Background: an optimization exercise with open tools, aiming at small area, a short achievable clock period and few clock cycles per item. Do not read the settings as production practice. Function was not checked in any run shown here: the RTL went through the layout flow alone.

File: design/flow/flow/run.sh
#!/bin/bash
# Standard ORFS layout, with timing repair aimed below the clock period.
set -euo pipefail
bash standard.sh SETUP_SLACK_MARGIN=6.7 TNS_END_PERCENT=100 finish > standard.log 2>&1
File: design/flow/standard.sh
#!/bin/bash
# synth_recipe.tcl (not shown) runs the flow's synth.tcl, then flattens the netlist and writes it again
# the make line also repeats each setting of config.mk as NAME=value (left out here)
make -C /OpenROAD-flow-scripts/flow DESIGN_CONFIG=/design/flow/config.mk WORK_HOME=/design/flow/orfs CLKGATE_MAP_FILE= SYNTH_SCRIPT=/design/flow/synth_recipe.tcl "${@:-finish}"
File: design/flow/config.mk
export PLATFORM = sky130hd
export DESIGN_NAME = ysyx_divunit
export DESIGN_NICKNAME = ysyx_divunit
export VERILOG_FILES = /design/flow/design.v
export SDC_FILE = /design/flow/constraint.sdc
export NUM_CORES = 8
export LEC_CHECK = 0
export CAP_MARGIN = 20
export CORE_MARGIN = 2
export CORE_UTILIZATION = 50
export PLACE_DENSITY = 0.6
export SLEW_MARGIN = 20
File: design/flow/constraint.sdc
create_clock -name core_clock -period 10.0 [get_ports {clk}]
set_input_delay 2.0000 -clock core_clock [delete_from_list [all_inputs] [get_ports {clk}]]
set_output_delay 2.0000 -clock core_clock [all_outputs]
set_load 0.01 [all_outputs]
File: design/flow/design.v
module ysyx_divunit (
    input             clk,
    input             rstn,
    input             div_valid,
    input             div_word,
    input             div_sign,
    input             alu_sec,
    input      [63:0] dividend,
    input      [63:0] divisor,
    output            res_rdy,
    output     [63:0] div_res
);
localparam S_IDLE = 3'd0, S_BL = 3'd1, S_SHIFT = 3'd2, S_ITER = 3'd3, S_NEG = 3'd4, S_DONE = 3'd5;
reg  [2:0]  state;
reg  [63:0] rem;      
reg  [63:0] dsr;      
reg  [63:0] quo;      
reg  [5:0]  cnt;      
reg         na_r, nb_r, sec_r, w_r, cin_r, negd_r, done_r;
wire [63:0] a64 = div_word ? {{32{div_sign & dividend[31]}}, dividend[31:0]} : dividend;
wire [63:0] b64 = div_word ? {{32{div_sign & divisor[31]}},  divisor[31:0]}  : divisor;
wire        na  = div_sign & a64[63];
wire        nb  = div_sign & b64[63];
wire [63:0] xa  = a64 ^ {64{na}};    
wire [63:0] xb  = b64 ^ {64{nb}};    
function [6:0] msb64(input [63:0] x);    
    reg [31:0] v1; reg [1*32-1:0] p1;
    reg [15:0] v2; reg [2*16-1:0] p2;
    reg [7:0]  v3; reg [3*8-1:0]  p3;
    reg [3:0]  v4; reg [4*4-1:0]  p4;
    reg [1:0]  v5; reg [5*2-1:0]  p5;
    integer i;
    begin
        for (i = 0; i < 32; i = i + 1) begin
            v1[i] = x[2*i+1] | x[2*i];
            p1[i] = x[2*i+1];
        end
        for (i = 0; i < 16; i = i + 1) begin
            v2[i] = v1[2*i+1] | v1[2*i];
            p2[2*i +: 2] = v1[2*i+1] ? {1'b1, p1[(2*i+1)*1 +: 1]} : {1'b0, p1[(2*i)*1 +: 1]};
        end
        for (i = 0; i < 8; i = i + 1) begin
            v3[i] = v2[2*i+1] | v2[2*i];
            p3[3*i +: 3] = v2[2*i+1] ? {1'b1, p2[(2*i+1)*2 +: 2]} : {1'b0, p2[(2*i)*2 +: 2]};
        end
        for (i = 0; i < 4; i = i + 1) begin
            v4[i] = v3[2*i+1] | v3[2*i];
            p4[4*i +: 4] = v3[2*i+1] ? {1'b1, p3[(2*i+1)*3 +: 3]} : {1'b0, p3[(2*i)*3 +: 3]};
        end
        for (i = 0; i < 2; i = i + 1) begin
            v5[i] = v4[2*i+1] | v4[2*i];
            p5[5*i +: 5] = v4[2*i+1] ? {1'b1, p4[(2*i+1)*4 +: 4]} : {1'b0, p4[(2*i)*4 +: 4]};
        end
        msb64 = {v5[1] | v5[0], v5[1] ? {1'b1, p5[9:5]} : {1'b0, p5[4:0]}};
    end
endfunction
wire [6:0] ma = msb64(rem);
wire [6:0] mb = msb64(quo);
wire       va = ma[6], vb = mb[6];
wire [5:0] pa = ma[5:0], pb = mb[5:0];
wire       bz   = ~vb & ~nb_r;                                
wire [6:0] dab  = {1'b0, pa} - {1'b0, pb};
wire       lt0  = dab[6];                   
wire       lt1  = dab[6] & ~(&dab);         
wire       k0   = bz | (na_r ? (vb & (va ? lt1 : (pb != 6'd0))) : (~va | (vb & lt0)));
wire [5:0] sdif = (va ? pa + 6'd1 : 6'd0) + {5'd0, na_r} - (vb ? pb + 6'd1 : 6'd1);
wire [63:0] y0 = quo;
wire [63:0] y1 = cnt[0] ? {y0[62:0], {1{nb_r}}}  : y0;
wire [63:0] y2 = cnt[1] ? {y1[61:0], {2{nb_r}}}  : y1;
wire [63:0] y3 = cnt[2] ? {y2[59:0], {4{nb_r}}}  : y2;
wire [63:0] y4 = cnt[3] ? {y3[55:0], {8{nb_r}}}  : y3;
wire [63:0] y5 = cnt[4] ? {y4[47:0], {16{nb_r}}} : y4;
wire [63:0] y6 = cnt[5] ? {y5[31:0], {32{nb_r}}} : y5;
wire        q;
wire [63:0] t;
add64 u_add (.a(rem), .b(~dsr), .ci(cin_r), .s(t), .co(q));
wire last  = (cnt == 6'd0);
wire negq  = ~sec_r & (na_r ^ nb_r);
wire negr  = sec_r & na_r;
wire s_idle = (state == S_IDLE), s_bl = (state == S_BL), s_iter = (state == S_ITER), s_neg = (state == S_NEG);
wire mvq   = s_iter & last & ~sec_r;                   
wire take  = (q & s_iter & ~mvq) | (s_bl & ~k0) | s_neg;
wire [63:0] k0q = {{32{bz & ~na_r & ~w_r}}, {31{bz & ~na_r}}, bz};
wire [63:0] alt = s_idle ? xa : s_bl ? (sec_r ? rem : k0q) : mvq ? {quo[62:0], q} : rem;
always @(posedge clk or negedge rstn) begin
    if (!rstn) begin
        state  <= S_IDLE;
        done_r <= 1'b0;
    end else begin
        done_r <= 1'b0;
        case (state)
            S_IDLE:  if (div_valid) state <= S_BL;
            S_BL:    if (k0) begin state <= S_DONE; done_r <= 1'b1; end else state <= S_SHIFT;
            S_SHIFT: state <= S_ITER;
            S_ITER:  if (last) begin
                         if (negq | negr) state <= S_NEG;
                         else begin state <= S_DONE; done_r <= 1'b1; end
                     end
            S_NEG:   begin state <= S_DONE; done_r <= 1'b1; end
            default: state <= S_IDLE;
        endcase
    end
end
always @(posedge clk) begin
    rem <= take ? t : alt;
    case (state)
        S_IDLE: begin
            quo    <= xb;
            dsr    <= {64{1'b1}};
            na_r   <= na;
            nb_r   <= nb;
            sec_r  <= alu_sec;
            w_r    <= div_word;
            cin_r  <= na;
        end
        S_BL: begin
            dsr    <= 64'd0;
            cnt    <= sdif;
            cin_r  <= ~nb_r;
            negd_r <= k0 & negr;
        end
        S_SHIFT: begin
            dsr <= y6;
            quo <= 64'd0;
        end
        S_ITER: begin
            dsr <= last ? 64'd0 : {1'b0, dsr[63:1]};
            quo <= {quo[62:0], q};
            cnt <= cnt - 6'd1;
            if (last) cin_r <= 1'b0;
        end
        S_NEG: begin
            negd_r <= 1'b1;
        end
        default: ;
    endcase
end
assign div_res = {(rem[63:32] ^ {32{negd_r}}) & {32{~w_r}}, rem[31:0] ^ {32{negd_r}}};
assign res_rdy = done_r;
endmodule
module add64 (
    input  [63:0] a,
    input  [63:0] b,
    input         ci,
    output [63:0] s,
    output        co
);
localparam N = 65;    
reg [N-1:0] g, p;
integer d, i;
always @* begin
    g = {a & b, ci};
    p = {a ^ b, 1'b0};
    for (d = 1; d < N; d = d * 2)
        for (i = N-1; i >= 0; i = i - 1)
            if ((i / d) % 2 == 1) begin
                g[i] = g[i] | (p[i] & g[(i/d)*d - 1]);
                p[i] = p[i] & p[(i/d)*d - 1];
            end
end
assign s  = (a ^ b) ^ g[N-2:0];
assign co = g[N-1];
endmodule
==> summary.md, run 1 <==
| Metric | Value |
|---|---|
| Clock Sinks | `208` |
| Synth warnings | `2` |
| Pre-antenna DRT Iters | `6` |
| IO Pins | `199` |
| Hold-fix buffers, CTS | `0` |
| Critical path, cell by cell | `or4_4, nor2_4, o31ai_2, a21oi_2, nor3b_1, or3_4, ha_1, o21ai_0, a2111o_1, o211ai_1, nand4_1, a221o_1, a2111oi_4, nor2_4, buf_12, bufbuf_16, o31ai_2` |
| Final hold vios | `0` |
| Yosys cell types | `78` |
| RSZ-0062 raised after global routing | `yes` |
| Fin cells | `3137` |
| Nets | `2816` |
| Setup TNS | `0 ns` |
| Gr busiest metal | `met2` |
| Met3 GRT Util | `0.08568` |
| Total GRT Usage | `0.3766` |
| WL/cell | `26.35 um` |
| Crit start category | `register` |
| Syn Area/Cell | `8.869 um2` |
| Fraction of layout cells with a size suffix above 1 | `0.2532` |
| Critical path class | `reg2reg` |
| Met2 Usage GRT | `0.6040` |
| Worst EP arrival | `5.32 ns` |
| Fmax | `0.2027 GHz` |
| Overflow after GRT | `0` |
| Post-synth top flop | `edfxtp_1` |
| Clock latency (worst-skew pair) | `0.58 ns` |
| FF+latch count, synth | `208` |
| Worst path max stage delay | `0.60 ns` |
| DP HPWL | `54290 um` |
| Failed Checks | `capacitance limit, slew limit` |
| CTS H-tree depth | `1` |
| Largest net degree at the start of global routing | `74` |
| Core Area | `39910 um2` |
| FFs w/ async S/R, synth | `0.01923` |
| Worst Path Buf+Inv | `2` |
| Min Tclk post-route | `4.934 ns` |
| Residual DRC | `0` |
| Commonest non-fill, non-tap cells in the layout | `nand2_1, edfxtp_1, o21ai_0` |
| Gate Count Post-Synth | `2288` |
| Syn_nets | `2514` |
| Vias | `20.29k` |
| Setup-failing EPs final | `0` |
| Final number of max-transition violations | `9` |
| Worst endpoint required time | `10.39 ns` |
| P&R area growth vs syn | `31.93%` |
| Max-slew headroom | `-0.03963` |
| DRT iter0 DRCs | `2364` |
| Clock root buffer | `clkbuf_16` |
| Final period util | `0.4934` |
| Via density per instance | `6.467` |
| Die X | `205.5 um` |
| CTS tree | `done` |
| Initial cell density of the core | `0.5084` |
| Clock slew at reported path FFs | `0.06 ns` |
| M1 GR Usage | `0.5077` |
| GPL Wtd Cong | `0.9859` |
| Number of global-route vias before repair | `19.14k` |
| Status | `failed layout checks` |
| Routed wire length | `82660 um` |
| Post-route ant nets | `0` |
| Die Ht | `205.5 um` |
| Max Cap Viol | `1` |
| Final clock skew | `0.02863 ns` |
| Number of enable flip-flop cells after synthesis | `204` |
| Die area | `42210 um2` |
| Clk buf depth | `3` |
| Inserted Clock Buffers | `27` |
| Commonest non-fill, non-tap cell in the layout | `nand2_1` |
| First-pass GRT wire length | `119100 um` |
| Critical Path Sink Type | `register` |
| CP max FO | `8` |
| # rows | `73` |
| Placed Cells | `2871` |
| Hold WC Path Type | `reg2reg` |
| I/O Buffers | `198` |
| Crit-path leading delay family | `compound AO/OA/AOI/OAI gates` |
| Post-Syn Area | `20290 um2` |
| Slowest-stage cell, CP | `or4_4` |
| Tightest Pin Transition | `1.559 ns` |
| Initial antenna violation count | `1` |
| Sequential area share after synthesis | `0.3068` |
## routing by layer
layer	part of all wire	wire, um
met2	0.46	38270
met1	0.39	32160
met4	0.037	3023
met5	0	0
met3	0.11	9208
## cell type report
type                    instances  area, um2
clock buffers                  30      686.9
fillers                      3280      13140
multi-input cells            1783      14310
diodes                          1      2.502
well taps                     525      656.9
repair buffers                436       4239
inverters                     134      510.5
clock inverters                20      135.1
flip-flops and latches        208       6226
## through the flow
step	hold slack, ns	area [um2]	setup slack (ns)	util
2_1_floorplan	0.5315	20450	5.270	-
3_3_place_gp	0.5534	22650	3.681	0.5674
3_5_place_dp	0.5567	22650	3.768	0.5674
4_1_cts	0.5695	25740	5.145	0.6449
5_1_grt	0.6054	26770	4.939	0.6707
6_report	0.5620	26770	5.066	0.6707
## state kept, by name (all words and copies together), names as in the netlist
register and cells:
dsr 64, quo 64, rem 64, cnt 6, state 3, cin_r 1
done_r 1, na_r 1, nb_r 1, negd_r 1, sec_r 1, w_r 1
## final timing paths
path                         start  endpoint  slack (ns)  cells after the start
min reg2reg                dsr[29]   dsr[28]        0.56                      2
min in group asynchronous     rstn  state[1]        1.64                      1
min                        dsr[29]   dsr[28]        0.56                      2
max reg2reg                rem[14]   rem[41]        5.07                     17
max                        rem[14]   rem[41]        5.07                     17
max in group asynchronous     rstn    done_r        8.15                      1
## Yosys cell counts, drive strengths merged (19+ instances only)
| library cell | number | share of area |
|---|---|---|
| a221oi | 33 | 0.014 |
| a221o | 47 | 0.023 |
| edfxtp | 204 | 0.30 |
| o21bai | 19 | 0.0070 |
| nand2 | 252 | 0.047 |
| mux2i | 68 | 0.034 |
| mux2 | 41 | 0.023 |
| nor3 | 31 | 0.0076 |
| buf | 52 | 0.011 |
| clkbuf | 118 | 0.022 |
| inv | 132 | 0.024 |
| a211oi | 21 | 0.0078 |
| xnor2 | 129 | 0.056 |
| mux4 | 61 | 0.068 |
| nor4 | 24 | 0.013 |
| xor2 | 124 | 0.054 |
| ha | 83 | 0.051 |
| a21oi | 179 | 0.044 |
| o21ai | 240 | 0.059 |
| nor2 | 176 | 0.033 |
## tightest hold or removal path, stage by stage (launching register included)
cell	delay [ns]
edfxtp_1	0.34
a21oi_1	0.07
nand2_1	0.06
## kinds of logic after synthesis
| logic type | Yosys count | synth area share |
|---|---|---|
| simple gates | 587 | 0.1329 |
| mux | 170 | 0.1242 |
| flops | 208 | 0.3068 |
| fa+ha+maj | 92 | 0.06006 |
| buf+inv | 304 | 0.05790 |
| compound gates | 674 | 0.2089 |
| xor+xnor | 253 | 0.1092 |
## timing repair
item | in CTS | in global routing
pin swaps | 52 | 25
hold endpoints to repair | 0 | 0
resized for setup | 449 | 122
setup endpoints to repair | 305 | 211
setup buffers | 149 | 38
gates cloned | 19 | 9
==> inputs of run 2 (changes only) <==
==> design/flow/design.v (replaced) <==
module ysyx_divunit (
    input             clk,
    input             rstn,
    input             div_valid,
    input             div_word,
    input             div_sign,
    input             alu_sec,
    input      [63:0] dividend,
    input      [63:0] divisor,
    output            res_rdy,
    output     [63:0] div_res
);
localparam S_IDLE = 2'd0, S_SHIFT = 2'd1, S_ITER = 2'd2, S_DONE = 2'd3;
reg  [1:0]  state;
reg  [63:0] rem;      
reg  [64:0] dsr;      
reg  [63:0] quo;      
reg  [6:0]  la, lb;   
reg  [4:0]  cnt;
reg         nb_r, neg_r, sec_r, w_r, bz_r;
wire [63:0] a64 = div_word ? {{32{div_sign & dividend[31]}}, dividend[31:0]} : dividend;
wire [63:0] b64 = div_word ? {{32{div_sign & divisor[31]}},  divisor[31:0]}  : divisor;
wire        na  = div_sign & a64[63];
wire        nb  = div_sign & b64[63];
wire [63:0] xa  = a64 ^ {64{na}};    
wire [63:0] xb  = b64 ^ {64{nb}};    
function [6:0] bitlen64(input [63:0] x);
    reg [31:0] v1; reg [1*32-1:0] p1;
    reg [15:0] v2; reg [2*16-1:0] p2;
    reg [7:0]  v3; reg [3*8-1:0]  p3;
    reg [3:0]  v4; reg [4*4-1:0]  p4;
    reg [1:0]  v5; reg [5*2-1:0]  p5;
    reg        v6; reg [5:0]      p6;
    integer i;
    begin
        for (i = 0; i < 32; i = i + 1) begin
            v1[i] = x[2*i+1] | x[2*i];
            p1[i] = x[2*i+1];
        end
        for (i = 0; i < 16; i = i + 1) begin
            v2[i] = v1[2*i+1] | v1[2*i];
            p2[2*i +: 2] = v1[2*i+1] ? {1'b1, p1[(2*i+1)*1 +: 1]} : {1'b0, p1[(2*i)*1 +: 1]};
        end
        for (i = 0; i < 8; i = i + 1) begin
            v3[i] = v2[2*i+1] | v2[2*i];
            p3[3*i +: 3] = v2[2*i+1] ? {1'b1, p2[(2*i+1)*2 +: 2]} : {1'b0, p2[(2*i)*2 +: 2]};
        end
        for (i = 0; i < 4; i = i + 1) begin
            v4[i] = v3[2*i+1] | v3[2*i];
            p4[4*i +: 4] = v3[2*i+1] ? {1'b1, p3[(2*i+1)*3 +: 3]} : {1'b0, p3[(2*i)*3 +: 3]};
        end
        for (i = 0; i < 2; i = i + 1) begin
            v5[i] = v4[2*i+1] | v4[2*i];
            p5[5*i +: 5] = v4[2*i+1] ? {1'b1, p4[(2*i+1)*4 +: 4]} : {1'b0, p4[(2*i)*4 +: 4]};
        end
        v6 = v5[1] | v5[0];
        p6 = v5[1] ? {1'b1, p5[9:5]} : {1'b0, p5[4:0]};
        bitlen64 = v6 ? {1'b0, p6} + 7'd1 : 7'd0;
    end
endfunction
wire [6:0] bla = bitlen64(xa);
wire [6:0] blb = bitlen64(xb);
wire       xb_zero = (blb == 7'd0);
wire [7:0] sdiff = {1'b0, la} - {1'b0, lb};    
wire       k0    = bz_r | sdiff[7];            
wire [4:0] t     = sdiff[5:1];
wire [64:0] y0 = {dsr[63:0], nb_r};
wire [64:0] y1 = t[0] ? {y0[62:0], {2{nb_r}}}  : y0;
wire [64:0] y2 = t[1] ? {y1[60:0], {4{nb_r}}}  : y1;
wire [64:0] y3 = t[2] ? {y2[56:0], {8{nb_r}}}  : y2;
wire [64:0] y4 = t[3] ? {y3[48:0], {16{nb_r}}} : y3;
wire [64:0] y5 = t[4] ? {y4[32:0], {32{nb_r}}} : y4;
wire        cin = ~nb_r;
wire [65:0] s1  = {2'b0, rem} + {1'b0, ~dsr} + cin;
wire        q1  = s1[65];
wire [63:0] r1  = q1 ? s1[63:0] : rem;
wire [64:0] d1  = dsr >> 1;
wire [65:0] s2  = {2'b0, r1} + {1'b0, ~d1} + cin;
wire        q2  = s2[65];
wire [63:0] r2  = q2 ? s2[63:0] : r1;
always @(posedge clk or negedge rstn) begin
    if (!rstn) begin
        state <= S_IDLE;
    end else begin
        case (state)
            S_IDLE:  if (div_valid) state <= S_SHIFT;
            S_SHIFT: state <= k0 ? S_DONE : S_ITER;
            S_ITER:  if (cnt == 5'd0) state <= S_DONE;
            default: state <= S_IDLE;
        endcase
    end
end
always @(posedge clk) begin
    case (state)
        S_IDLE: begin
            rem   <= xa + {63'd0, na};
            dsr   <= {1'b0, xb};
            la    <= bla + {6'd0, na};
            lb    <= xb_zero ? 7'd1 : blb;
            bz_r  <= xb_zero & ~nb;
            quo   <= {64{xb_zero & ~nb}};
            nb_r  <= nb;
            neg_r <= alu_sec ? na : (na ^ nb);
            sec_r <= alu_sec;
            w_r   <= div_word;
        end
        S_SHIFT: begin
            dsr <= y5;
            cnt <= t;
        end
        S_ITER: begin
            rem <= r2;
            dsr <= dsr >> 2;
            quo <= {quo[61:0], q1, q2};
            cnt <= cnt - 5'd1;
        end
        default: ;
    endcase
end
wire [63:0] sel = sec_r ? rem : quo;
wire [63:0] res = (sel ^ {64{neg_r}}) + {63'd0, neg_r};
assign div_res = w_r ? {32'd0, res[31:0]} : res;
assign res_rdy = (state == S_DONE);
endmodule
==> design/flow/run.sh (new file) <==
#!/bin/bash
# synth_recipe.tcl (not shown) runs the flow's synth.tcl, then flattens the netlist and writes it again
# the make line also repeats each setting of config.mk as NAME=value (left out here)
make -C /OpenROAD-flow-scripts/flow DESIGN_CONFIG=/design/flow/config.mk WORK_HOME=/design/flow/orfs CLKGATE_MAP_FILE= SYNTH_SCRIPT=/design/flow/synth_recipe.tcl finish
--- a/design/flow/config.mk
+++ b/design/flow/config.mk
@@ -9,4 +9,5 @@
 export CORE_MARGIN = 2
 export CORE_UTILIZATION = 50
 export PLACE_DENSITY = 0.6
+export SETUP_SLACK_MARGIN = 5
 export SLEW_MARGIN = 20
removed: design/flow/flow/run.sh
removed: design/flow/standard.sh
==> run 2 against run 1 <==
  * The run now finishes clean
  * Via count up 83%
  * Non-clock buffer count up 124
  * Sequential share of layout area down 7.7 points
  * Global-route usage up 3.5 points
  * Sequential cell count up 11
  * Synthesized cell count up 89%
  * Die area up 57%
  * First-iteration DRC count up 120%
==> summary.md, run 2 <==
| Metric | Value |
|---|---|
| Final number of max-transition violations | `0 (-9)` |
| Vias | `37.12k (+83%)` |
| Final hold vios | `0 (unchanged)` |
| Via density per instance | `6.771 (+4.7%)` |
| Most common cell in the synthesized netlist | `nand2_1` |
| Total GRT Usage | `0.4113 (+0.03470)` |
| Clock latency (worst-skew pair) | `0.62 ns (+0.04 ns)` |
| Final clock skew | `0.02162 ns (-0.007008 ns)` |
| Largest regs | `dsr x65, quo x64, rem x64` |
| CTS tree | `done` |
| CTS H-tree depth | `1 (unchanged)` |
| # fillers | `5312 (+62%)` |
| Synth warnings | `1 (-1)` |
| Number of flip-flops in the largest register | `65` |
| Status | `complete, no violations` |
| Number of enable flip-flop cells after synthesis | `217 (+6.4%)` |
| Overflow after GRT | `0 (unchanged)` |
| WL/cell | `26.95 um (+2.3%)` |
| RSZ-0062 raised after global routing | `yes` |
| Die Ht | `257.3 um (+25%)` |
| DRT iter0 DRCs | `5251 (+120%)` |
| Hold WC Path Type | `reg2reg` |
| CP max FO | `7 (-1)` |
| P&R area growth vs syn | `31.36%` |
| Synth Area in Compound Gates | `0.2576 (+0.04870)` |
| Gate Count Post-Synth | `4314 (+89%)` |
| WHS Path Cells | `2 (unchanged)` |
| Initial cell density of the core | `0.5067 (-0.001666)` |
| Die X | `257.3 um (+25%)` |
| XOR/XNOR Fraction of Synth Area | `0.1005 (-0.008693)` |
| # rows | `92 (+26%)` |
| Core Area | `63310 um2 (+59%)` |
| Number of global-route vias before repair | `33.39k (+74%)` |
| Clock root buffer | `clkbuf_16` |
| GPL Wtd Cong | `1.017 (+3.1%)` |
| Post-synth top flop | `edfxtp_1` |
| Combinational family with the most area after synthesis | `compound AO/OA/AOI/OAI gates` |
| Largest net degree at the start of global routing | `161 (+120%)` |
| Syn Area/Cell | `7.436 um2 (-16%)` |
| FF+latch count, synth | `219 (+5.3%)` |
| Critical Path Sink Type | `register` |
| Syn_nets | `4600 (+83%)` |
| Synth top area cells | `edfxtp_1, xnor2_1, nand2_1, mux2i_1, a21oi_1` |
| Tightest Pin Transition | `1.109 ns (-0.4504 ns)` |
| Nets | `4897 (+74%)` |
| Worst r2r src | `dsr[26]` |
| Largest register by flop count | `dsr` |
| FFs w/ async S/R, synth | `0.009132 (-0.01010)` |
| Inserted Clock Buffers | `30 (+11%)` |
| Residual DRC | `0 (unchanged)` |
| Routed wire length | `147800 um (+79%)` |
| Commonest non-fill, non-tap cells in the layout | `nand2_1, nor2_1, a21oi_1` |
| Placed Area | `35000 um2 (+55%)` |
| Sequential area share after synthesis | `0.2047 (-0.1021)` |
| Die area | `66200 um2 (+57%)` |
| Hold-fix buffers, CTS | `0 (unchanged)` |
| Post-Synth Simple-Gate Area | `0.2305 (+0.09760)` |
| Initial antenna violation count | `2 (+1)` |
| DP HPWL | `101100 um (+86%)` |
| Worst EP arrival | `6.87 ns (+1.55 ns)` |
| Min Tclk post-route | `6.428 ns (+1.493 ns)` |
| Fraction of layout cells with a size suffix above 1 | `0.2341 (-0.01902)` |
| FF-to-FF End | `rem[50]` |
| Final period util | `0.6428 (+0.1493)` |
| IO Pins | `199 (unchanged)` |
| Worst Hold End | `quo[58]` |
| Worst endpoint required time | `10.44 ns (+0.05 ns)` |
| I/O Buffers | `198 (unchanged)` |
| Setup-failing EPs final | `0 (unchanged)` |
| Critical path class | `reg2reg` |
| Post-synthesis mux area share | `0.08834 (-0.03584)` |
| Crit start category | `register` |
| Clock slew at reported path FFs | `0.06 ns (about the same)` |
| Post-route ant nets | `0 (unchanged)` |
| Clock Sinks | `219 (+5.3%)` |
| Max Cap Viol | `0 (-1)` |
| Top cell type's share of synthesized area | `0.2031 (-0.09877)` |
| First-pass GRT wire length | `210500 um (+77%)` |
| Post-Syn Area | `32080 um2 (+58%)` |
| Top post-synthesis cells by count | `nand2_1, a21oi_1, nor2_1` |
| Max-slew headroom | `0.2595 (+0.2992)` |
| R2R setup slack | `3.57 ns (-1.49 ns)` |
| Commonest non-fill, non-tap cell in the layout | `nand2_1` |
| Yosys top cell by area | `edfxtp_1` |
| Pre-antenna DRT Iters | `9 (+3)` |
| Yosys cell types | `97 (+24%)` |
| Hold Startpoint | `quo[56]` |
| Post-route cell area | `42140 um2 (+57%)` |
| R2r worst-path depth | `26 (+9)` |
| Synth Area in Adders | `0.06045 (+0.0003957)` |
| Setup TNS | `0 ns (unchanged)` |
| FF+latch area | `6566 um2 (+5.5%)` |
| Multi-input gate area | `27250 um2 (+90%)` |
| Fmax | `0.1556 GHz (-23%)` |
| Clk buf depth | `3 (unchanged)` |
## run 2: worst max path at each step
stage,startpoint,slack (ns),to
floorplan,sec_r,4.12,div_res[56]
global placement,nb_r,1.98,rem[0]
detailed placement,nb_r,1.94,rem[0]
CTS,nb_r,3.69,rem[50]
global route,dsr[26],3.45,rem[50]
finish,dsr[26],3.57,rem[50]
## run 2: area by class of cell
class                      count  share of cell area
multi-input combinational   3624              0.6465
sequential                   219              0.1558
timing repair buffer         560              0.1312
tap                          846             0.02512
clock buffer                  39             0.01912
inverter                     175             0.01701
clock inverter                16            0.004958
timing repair inverter         1           0.0001188
antenna                        2           0.0001188
## run 2: critical path, stage by stage, from the launching register on
cell	delay [ns]
edfxtp_1	0.43
inv_2	0.17
ha_2	0.34
a21oi_1	0.27
o211ai_1	0.18
a21o_1	0.26
nor2b_1	0.16
o221ai_2	0.23
o221a_4	0.34
nor2_4	0.06
buf_4	0.16
buf_16	0.13
buf_4	0.14
mux2_4	0.33
ha_4	0.27
a21o_4	0.22
a31oi_4	0.18
or4b_4	0.52
a31oi_4	0.33
a2111oi_4	0.12
buf_4	0.18
o2111a_2	0.29
nor2_4	0.16
buf_12	0.15
buf_8	0.11
mux2_4	0.30
a221oi_2	0.21
## run 2: timing repair
item / CTS / global route
gates cloned: 20 / 8
setup endpoints to repair: 208 / 193
resized for setup: 749 / 357
pin swaps: 137 / 134
buffers inserted: 191 / 113
## run 2: cell families after synthesis
| logic type | after synthesis |
|---|---|
| buffers and inverters | 480 |
| multiplexers | 257 |
| flip-flops | 219 |
| AO/OA/AOI/OAI | 1280 |
| AND/OR/NAND/NOR | 1561 |
| XOR/XNOR | 365 |
| adder cells (fa/ha/maj) | 152 |
## run 2: layer usage
| layer | vias to the layer above | global-route usage | share of wire |
|---|---|---|---|
| met2 | 2437 | 0.6289 | 0.43 |
| met5 | - | 0 | 0 |
| met3 | 517 | 0.08983 | 0.12 |
| met1 | 17613 | 0.5452 | 0.38 |
| met4 | 0 | 0.2100 | 0.067 |
| li1 | 16553 | - | - |
## run 2: stage by stage
step	setup slack, ns	cells	utilization	hold slack [ns]
after floorplan	4.124	4314	-	0.5193
after global placement	1.979	5092	0.5528	0.5299
after global routing	3.450	5482	0.6657	0.5913
after CTS	3.688	5359	0.6277	0.5531
after detailed placement	1.937	5093	0.5529	0.5390
final	3.572	5482	0.6657	0.5524
==> inputs of run 3 (changes only) <==
--- a/design/flow/config.mk
+++ b/design/flow/config.mk
@@ -7,7 +7,7 @@
 export LEC_CHECK = 0
 export CAP_MARGIN = 20
 export CORE_MARGIN = 2
-export CORE_UTILIZATION = 50
-export PLACE_DENSITY = 0.6
-export SETUP_SLACK_MARGIN = 5
+export CORE_UTILIZATION = 35
+export GPL_ROUTABILITY_DRIVEN = 1
+export PLACE_DENSITY = 0.45
 export SLEW_MARGIN = 20
==> run 3 against run 2 <==
  * Synthesized cell count stayed put
  * Wire length is 4.2% lower
  * Register-to-register slack worse by 2.2 ns
  * Clock skew is 0.00095 ns higher
  * Final area fell by 14%
  * Non-clock buffer count down 304
  * Fmax shrank 26%
  * Clock-buffer cell count grew 1
  * Critical path depth decreased by 3
  * Sequential cell count stayed put
  * Largest cell class unchanged
  * Highest routed layer is now met5
==> summary.md, run 3 <==
| Metric | Value |
|---|---|
| Status | `complete, no violations` |
| Tightest Pin Transition | `1.155 ns (+0.04557 ns)` |
| Final hold vios | `0 (unchanged)` |
| Sequential area share after synthesis | `0.2047 (unchanged)` |
| CTS tree | `done` |
| Clock slew at reported path FFs | `0.06 ns (about the same)` |
| Residual DRC | `0 (unchanged)` |
| Critical Path Sink Type | `register` |
| Worst path max stage delay | `0.86 ns (+0.34 ns)` |
| IO Pins | `199 (unchanged)` |
| Synth top area cells | `edfxtp_1, xnor2_1, nand2_1, mux2i_1, a21oi_1` |
| Synth warnings | `1 (unchanged)` |
| First-pass GRT wire length | `209200 um (-0.63%)` |
| Die area | `94100 um2 (+42%)` |
| Routed wire length | `141600 um (-4.2%)` |
| RSZ-0062 raised after global routing | `no` |
| Setup TNS | `0 ns (unchanged)` |
| Final clock skew | `0.02257 ns (+0.0009471 ns)` |
| Post-Syn Area | `32080 um2 (unchanged)` |
| Overflow after GRT | `0 (unchanged)` |
| Slowest-stage cell, CP | `a2111oi_0` |
| Core Area | `91250 um2 (+44%)` |
| CTS H-tree depth | `2 (+1)` |
| Yosys top cell by area | `edfxtp_1` |
| Max Cap Viol | `0 (unchanged)` |
| Pre-antenna DRT Iters | `6 (-3)` |
| Worst endpoint required time | `10.28 ns (-0.16 ns)` |
| Final number of max-transition violations | `0 (unchanged)` |
| Total GRT Usage | `0.2922 (-0.1190)` |
| Worst r2r src | `nb_r` |
| DP HPWL | `112700 um (+11%)` |
| P&R area growth vs syn | `12.46%` |
| Critical path, cell by cell | `inv_1, fa_1, a211oi_1, o21a_1, or3_1, o211ai_1, a21oi_1, o221a_2, nor2_4, buf_4, mux2_2, ha_1, nand2_1, nor3_1, nand4_1, nor3_1, a31oi_1, a2111oi_0, o2111ai_1, nand2_2, buf_4, mux2i_1, mux2i_1` |
| R2R setup slack | `1.37 ns (-2.20 ns)` |
| I/O Buffers | `198 (unchanged)` |
| WL/cell | `25.70 um (-4.7%)` |
| WHS Path Cells | `2 (unchanged)` |
| Number of flip-flops in the largest register | `65 (unchanged)` |
| Crit start category | `register` |
| DRT iter0 DRCs | `3141 (-40%)` |
| GPL Wtd Cong | `0.9481 (-6.7%)` |
| Post_cts resized | `0 (-100%)` |
| R2r worst-path depth | `23 (-12%)` |
| Hold WC Path Type | `reg2reg` |
| Hold Startpoint | `quo[60]` |
| Number of global-route vias before repair | `31.81k (-4.7%)` |
| Vias | `33.37k (-10%)` |
| Gate Count Post-Synth | `4314 (unchanged)` |
| Final period util | `0.8630 (+0.2202)` |
| Clock root buffer | `clkbuf_16` |
| # rows | `111 (+21%)` |
| Min Tclk post-route | `8.630 ns (+2.202 ns)` |
| FF-to-FF End | `rem[23]` |
| Nets | `4588 (-6.3%)` |
| Initial antenna violation count | `4 (+2)` |
| Largest register by flop count | `dsr` |
| Inserted Clock Buffers | `35 (+17%)` |
| FFs w/ async S/R, synth | `0.009132 (unchanged)` |
| Critical path class | `reg2reg` |
| Clock latency (worst-skew pair) | `0.57 ns (-0.05 ns)` |
| Clk buf depth | `3 (unchanged)` |
| Post-route ant nets | `0 (unchanged)` |
| Top cell type's share of synthesized area | `0.2031 (unchanged)` |
| Yosys cell types | `97 (unchanged)` |
| Worst EP arrival | `8.91 ns (+2.04 ns)` |
| Top post-synthesis cells by count | `nand2_1, a21oi_1, nor2_1` |
| Syn Area/Cell | `7.436 um2 (unchanged)` |
| Setup bufs post-CTS | `0 (-100%)` |
| Clock Sinks | `219 (unchanged)` |
| Setup-failing EPs final | `0 (unchanged)` |
| Number of enable flip-flop cells after synthesis | `217 (unchanged)` |
| Hold-fix buffers, CTS | `0 (unchanged)` |
| Post-synth top flop | `edfxtp_1` |
| Worst Hold End | `quo[62]` |
| FF+latch count, synth | `219 (unchanged)` |
| Max-slew headroom | `0.2221 (-0.03743)` |
| Die Ht | `306.8 um (+19%)` |
| Syn_nets | `4600 (unchanged)` |
| Largest regs | `dsr x65, quo x64, rem x64` |
| CP max FO | `27 (+20)` |
| Initial cell density of the core | `0.3516 (-0.1551)` |
| # fillers | `9587 (+80%)` |
| Via density per instance | `6.055 (-11%)` |
| Fraction of layout cells with a size suffix above 1 | `0.05897 (-0.1752)` |
| Commonest non-fill, non-tap cell in the layout | `nand2_1` |
| Most common cell in the synthesized netlist | `nand2_1` |
| Largest net degree at the start of global routing | `107 (-34%)` |
| Die X | `306.8 um (+19%)` |
| Fmax | `0.1159 GHz (-26%)` |
| Commonest non-fill, non-tap cells in the layout | `nand2_1, a21oi_1, nor2_1` |
-- run 3: cell counts after synthesis --
Identical to the previous run, type by type.
-- run 3: area by class of cell --
class | instances | area [um2] | area share
Sequential cell | 219 | 6566 | 0.1820
Timing Repair Buffer | 256 | 2420 | 0.06707
Multi-Input combinational cell | 3615 | 23770 | 0.6588
Clock inverter | 19 | 254.0 | 0.007040
Antenna cell | 1 | 2.502 | 0.00006936
Tap cell | 1186 | 1484 | 0.04113
Inverter | 175 | 656.9 | 0.01821
Clock buffer | 40 | 925.9 | 0.02566
-- run 3: cell families after synthesis --
kind of cell | synth area share
AND/OR/NAND/NOR | 0.2305
AO/OA/AOI/OAI | 0.2576
multiplexers | 0.08834
XOR/XNOR | 0.1005
adder cells (fa/ha/maj) | 0.06045
buffers and inverters | 0.05788
flip-flops | 0.2047
-- run 3: worst max path at each step --
stage / end / start / slack (ns) / cells after the start
2_1_floorplan: div_res[56] / sec_r / 2.91 / 20
3_3_place_gp: rem[62] / nb_r / 1.55 / 22
3_5_place_dp: rem[62] / nb_r / 1.51 / 22
4_1_cts: rem[23] / nb_r / 1.45 / 23
5_1_grt: rem[26] / nb_r / 0.68 / 23
6_report: rem[23] / nb_r / 1.37 / 23
-- run 3: critical path, delay by kind of cell (launching register included) --
family	cells	cell delay, ns
mux	3	0.74
buf+inv	3	1.08
simple gates	7	2.28
flops	1	0.63
fa+ha+maj	2	0.70
compound gates	8	2.87
-- run 3: metal layers --
layer | wire length [um] | share of wire | GRT usage
met2 | 63650 | 0.45 | 0.4700
met4 | 4633 | 0.033 | 0.08812
met3 | 8546 | 0.060 | 0.03308
met1 | 64740 | 0.46 | 0.4096
met5 | 31 | 0.00022 | 0
-- run 3: stage by stage --
step / util / worst slack (ns) / hold WS (ns) / std cells / area (um2)
floorplan: - / 2.914 / 0.5208 / 4314 / 32080
global placement: 0.3824 / 1.547 / 0.5289 / 5451 / 34890
detailed placement: 0.3824 / 1.508 / 0.5337 / 5451 / 34890
CTS: 0.3954 / 1.449 / 0.5461 / 5510 / 36070
global route: 0.3954 / 0.6840 / 0.5852 / 5511 / 36080
finish: 0.3954 / 1.370 / 0.5456 / 5511 / 36080

[separate check: timing with driven ports]
No port has a modelled driver above. Below, the same layouts with a new extraction and two added sets of constraints. Step 1 assumes that a clkbuf_16 drives the clock port and a buf_2 every other input. Step 2 moves the port delays by t, midway between the first and last clock arrival at a register: inputs arrive t later, outputs are due t later. That takes back most of the time a late clock gives input paths. a / b / c = no drivers / after step 1 / after step 2; a / b = the first two.
| run | t (ns) | setup WS [ns] | worst data-port slew with drivers (ns) | cell pins on the clock port's net |
|---|---|---|---|---|
| run 1 | 0.622 | 5.066 / 5.066 / 5.066 | 0.05 | 1 |
| run 2 | 0.673 | 3.572 / 3.548 / 3.426 | 0.15 | 1 |
| run 3 | 0.633 | 1.370 / 1.370 / 1.370 | 0.11 | 1 |
For run 2, which loses most, drivers alone change the setup slack by -0.024 ns; drivers and shift together by -0.146 ns.
